This design comes from an exercise in tuning for small area on the open sky130 flow, not from production work.
Function was checked by simulation only, so behaviour that the tests miss may differ from the original.

## cordic
module cordic #(
    parameter INPUT_DATA_WIDTH = 16,
    parameter ITERATIONS = 16
)(
    input wire i_clk,
    input wire i_resetn,
    input wire signed [INPUT_DATA_WIDTH - 1:0] i_xIn,
    input wire signed [INPUT_DATA_WIDTH - 1:0] i_yIn,
    input wire signed [31:0] i_angle,
    output reg signed [INPUT_DATA_WIDTH:0] o_xOut,
    output reg signed [INPUT_DATA_WIDTH:0] o_yOut
);
wire [1:0] q = i_angle[31:30];
wire signed [16:0] xs = i_xIn, ys = i_yIn;
wire signed [16:0] w_xpre = (q == 2'b01) ? -ys : (q == 2'b10) ? ys : xs;
wire signed [16:0] w_ypre = (q == 2'b01) ? xs : (q == 2'b10) ? -xs : ys;
wire w_nz29 = |i_angle[28:0];
wire w_d0 = ~q[1] & (i_angle[29] | w_nz29);
wire [1:0] w_t = {q[1], i_angle[29]};
wire [1:0] w_t1 = w_d0 ? w_t - 2'd1 : w_t + 2'd1;
wire w_d1 = (w_t1 == 2'b01) | ((w_t1 == 2'b00) & w_nz29);
reg signed [16:0] r_x0, r_y0;
reg [30:0] r_a1;
reg r_d0, r_d1;
always @(posedge i_clk or negedge i_resetn)
    if (~i_resetn) begin r_x0 <= 17'sd0; r_y0 <= 17'sd0; end
    else begin r_x0 <= w_xpre; r_y0 <= w_ypre; end
always @(posedge i_clk) begin
    r_a1 <= {w_t1, i_angle[28:0]};
    r_d0 <= w_d0;
    r_d1 <= w_d1;
end
wire [16:0] ax0_s;
wire ax0_c1; assign ax0_s[0] = r_x0[0] ^ (r_y0[0] ^ r_d0) ^ r_d0; assign ax0_c1 = (r_x0[0] & (r_y0[0] ^ r_d0)) | (r_x0[0] & r_d0) | ((r_y0[0] ^ r_d0) & r_d0);
wire ax0_c2; assign ax0_s[1] = r_x0[1] ^ (r_y0[1] ^ r_d0) ^ ax0_c1; assign ax0_c2 = (r_x0[1] & (r_y0[1] ^ r_d0)) | (r_x0[1] & ax0_c1) | ((r_y0[1] ^ r_d0) & ax0_c1);
  ...
Size in the first run: roughly 3400 cells after synthesis, roughly 39000 um2 of cells after synthesis.
Settings: LEC_CHECK=0, CAP_MARGIN=10, CORE_MARGIN=2, CORE_UTILIZATION=60, CTS_CLUSTER_DIAMETER=90, CTS_CLUSTER_SIZE=28, SLEW_MARGIN=10; clock period 5.5 ns.
standard.sh (not shown) runs the stock make flow with config.mk's settings and CLKGATE_MAP_FILE= SYNTH_SCRIPT=/design/flow/synth_recipe.tcl, a recipe that flattens the netlist after the stock synthesis.
==> flow/flow/run.sh <==
#!/bin/bash
# The standard layout (standard.sh: standard synthesis and the ORFS flow), with one change:
# the buffers that placement puts on the input and output ports are the smallest buffer cell,
# sky130_fd_sc_hd__buf_1, instead of the flow's default choice. The make output (every tool's
# output, in order) goes to standard_flow.log here; ORFS keeps each step's own log under orfs/logs.
set -euo pipefail
export BUFFER_PORTS_ARGS="-buffer_cell sky130_fd_sc_hd__buf_1"
bash standard.sh > standard_flow.log 2>&1
The starting point finished clean.
Change:
- ABC_CLOCK_PERIOD_IN_PS: not set -> 6500
- CAP_MARGIN: 10 -> 20
- SLEW_MARGIN: 10 -> 20
Cell area is unchanged.
Critical path depth stays the same.
Non-clock buffer count is unchanged.
Wire length stays flat.
Global-route usage does not change.
Die area stays the same.
Count of clock-buffer cells in the layout stays the same.
Sequential cell count stays the same.
Setup slack does not change.
Clock skew is about the same.
Change:
- ABC_CLOCK_PERIOD_IN_PS: 6500 -> not set
- CORE_UTILIZATION: 60 -> 50
Effect: Hold slack loses 0.0098 ns. Via count drops by 0.62%. Routed wire length came out lower by about 4.6%. Synthesized cell count is unchanged. Global-route usage is lower by 4.8 points. Non-clock buffer count came out lower by 2.

---

Starting RTL as in the previous note.
Design cordic, start of the top module:
module cordic #(
    parameter INPUT_DATA_WIDTH = 16,
    parameter ITERATIONS = 16
)(
    input wire i_clk,
    input wire i_resetn,
    input wire signed [INPUT_DATA_WIDTH - 1:0] i_xIn,
    input wire signed [INPUT_DATA_WIDTH - 1:0] i_yIn,
    input wire signed [31:0] i_angle,
    output reg signed [INPUT_DATA_WIDTH:0] o_xOut,
    output reg signed [INPUT_DATA_WIDTH:0] o_yOut
);
Settings: LEC_CHECK=0, CAP_MARGIN=20, CORE_MARGIN=2, CORE_UTILIZATION=60, CTS_CLUSTER_DIAMETER=90, CTS_CLUSTER_SIZE=28, SLEW_MARGIN=20; clock period 5.5 ns.
Scripts as last shown in full above: flow/flow/run.sh
The baseline finished with timing, DRC and antenna clean.
Next try:
--- a/flow/config.mk
+++ b/flow/config.mk
@@ -8,5 +8,5 @@
 export CAP_MARGIN = 20
 export CORE_MARGIN = 2
-export CORE_UTILIZATION = 60
+export CORE_UTILIZATION = 70
 export CTS_CLUSTER_DIAMETER = 90
 export CTS_CLUSTER_SIZE = 28
Worst hold slack loses 0.015 ns.
Die area went down by 14%.
First-iteration DRC count went up by 49%.
Design area is about the same.
Area after synthesis stays the same.
Register-to-register slack stays flat.
Clock-buffer cell count is unchanged.
Wire length went up by 3.6%.
Final cell count went down by 2.3%.
Non-clock buffer count went up by 8.

---

Setup of north:
Starting RTL as in the previous note.
## cordic
module cordic #(
    parameter INPUT_DATA_WIDTH = 16,
    parameter ITERATIONS = 16
)(
    input wire i_clk,
    input wire i_resetn,
    input wire signed [INPUT_DATA_WIDTH - 1:0] i_xIn,
    input wire signed [INPUT_DATA_WIDTH - 1:0] i_yIn,
    input wire signed [31:0] i_angle,
    output reg signed [INPUT_DATA_WIDTH:0] o_xOut,
    output reg signed [INPUT_DATA_WIDTH:0] o_yOut
);
wire [1:0] q = i_angle[31:30];
wire signed [16:0] xs = i_xIn, ys = i_yIn;
wire signed [16:0] w_xpre = (q == 2'b01) ? -ys : (q == 2'b10) ? ys : xs;
wire signed [16:0] w_ypre = (q == 2'b01) ? xs : (q == 2'b10) ? -xs : ys;
wire w_nz29 = |i_angle[28:0];
wire w_d0 = ~q[1] & (i_angle[29] | w_nz29);
wire [1:0] w_t = {q[1], i_angle[29]};
wire [1:0] w_t1 = w_d0 ? w_t - 2'd1 : w_t + 2'd1;
wire w_d1 = (w_t1 == 2'b01) | ((w_t1 == 2'b00) & w_nz29);
reg signed [16:0] r_x0, r_y0;
reg [30:0] r_a1;
reg r_d0, r_d1;
always @(posedge i_clk or negedge i_resetn)
    if (~i_resetn) begin r_x0 <= 17'sd0; r_y0 <= 17'sd0; end
    else begin r_x0 <= w_xpre; r_y0 <= w_ypre; end
always @(posedge i_clk) begin
    r_a1 <= {w_t1, i_angle[28:0]};
    r_d0 <= w_d0;
    r_d1 <= w_d1;
end
wire [16:0] ax0_s;
wire ax0_c1; assign ax0_s[0] = r_x0[0] ^ (r_y0[0] ^ r_d0) ^ r_d0; assign ax0_c1 = (r_x0[0] & (r_y0[0] ^ r_d0)) | (r_x0[0] & r_d0) | ((r_y0[0] ^ r_d0) & r_d0);
wire ax0_c2; assign ax0_s[1] = r_x0[1] ^ (r_y0[1] ^ r_d0) ^ ax0_c1; assign ax0_c2 = (r_x0[1] & (r_y0[1] ^ r_d0)) | (r_x0[1] & ax0_c1) | ((r_y0[1] ^ r_d0) & ax0_c1);
wire ax0_c3; assign ax0_s[2] = r_x0[2] ^ (r_y0[2] ^ r_d0) ^ ax0_c2; assign ax0_c3 = (r_x0[2] & (r_y0[2] ^ r_d0)) | (r_x0[2] & ax0_c2) | ((r_y0[2] ^ r_d0) & ax0_c2);
wire ax0_c4; assign ax0_s[3] = r_x0[3] ^ (r_y0[3] ^ r_d0) ^ ax0_c3; assign ax0_c4 = (r_x0[3] & (r_y0[3] ^ r_d0)) | (r_x0[3] & ax0_c3) | ((r_y0[3] ^ r_d0) & ax0_c3);
  ...
clock: 5.5 ns
lec_check: 0
cap_margin: 20
core_margin: 2
core_utilization: 60
cts_cluster_diameter: 90
cts_cluster_size: 28
gpl_timing_driven: 0
slew_margin: 20
Scripts as last shown in full above: flow/flow/run.sh
north: done, clean on timing, DRC and antenna
Edits applied to the flow inputs when going from north to south:
Settings: GPL_TIMING_DRIVEN removed (was 0).
==> flow/run.sh (new file) <==
#!/bin/bash
# synth_recipe.tcl (not shown) runs the flow's synth.tcl, then flattens the netlist and writes it again
# the make line also repeats each setting of config.mk as NAME=value (left out here)
make -C /OpenROAD-flow-scripts/flow DESIGN_CONFIG=/design/flow/config.mk WORK_HOME=/design/flow/orfs CLKGATE_MAP_FILE= SYNTH_SCRIPT=/design/flow/synth_recipe.tcl finish
removed: flow/flow/run.sh
removed: flow/standard.sh
Findings:
south | status: complete | timing, DRC, antenna: pass. Utilization of south is on par with north. Sequential share of layout area of south is on par with north.

[port drivers added, routing unchanged]
The flow's constraints put no driver on any port. The routed layouts listed below were extracted and timed again, unchanged, in two steps. Step 1 assumes that a clkbuf_16 drives the clock port and a buf_2 every other input. Step 2 times the ports against the registers' clock, not the clock port: input delays grow and output delays shrink by t, the midpoint of the rising clock arrivals with the driver on. a / b / c = ideal / step 1 / step 2; a / b = the first two.
| run | t, ns | setup slack, ns | clock arrival spread, ns | cell pins on the clock port's net |
|---|---|---|---|---|
| the first run of note 1 | 0.657 | 0.131 / 0.131 / 0.131 | 0.035 / 0.035 | 1 |
| the second run of note 1 | 0.657 | 0.131 / 0.131 / 0.131 | 0.035 / 0.035 | 1 |
| the third run of note 1 | 0.655 | 0.166 / 0.166 / 0.166 | 0.029 / 0.029 | 1 |
| the first run of note 2 | 0.657 | 0.131 / 0.131 / 0.131 | 0.035 / 0.035 | 1 |
| the second run of note 2 | 0.660 | 0.141 / 0.141 / 0.141 | 0.031 / 0.032 | 1 |
| north | 0.649 | 0.138 / 0.138 / 0.138 | 0.055 / 0.055 | 1 |
| south | 0.646 | 0.195 / 0.195 / 0.195 | 0.036 / 0.036 | 1 |
After both steps setup and hold are still met in every run listed.
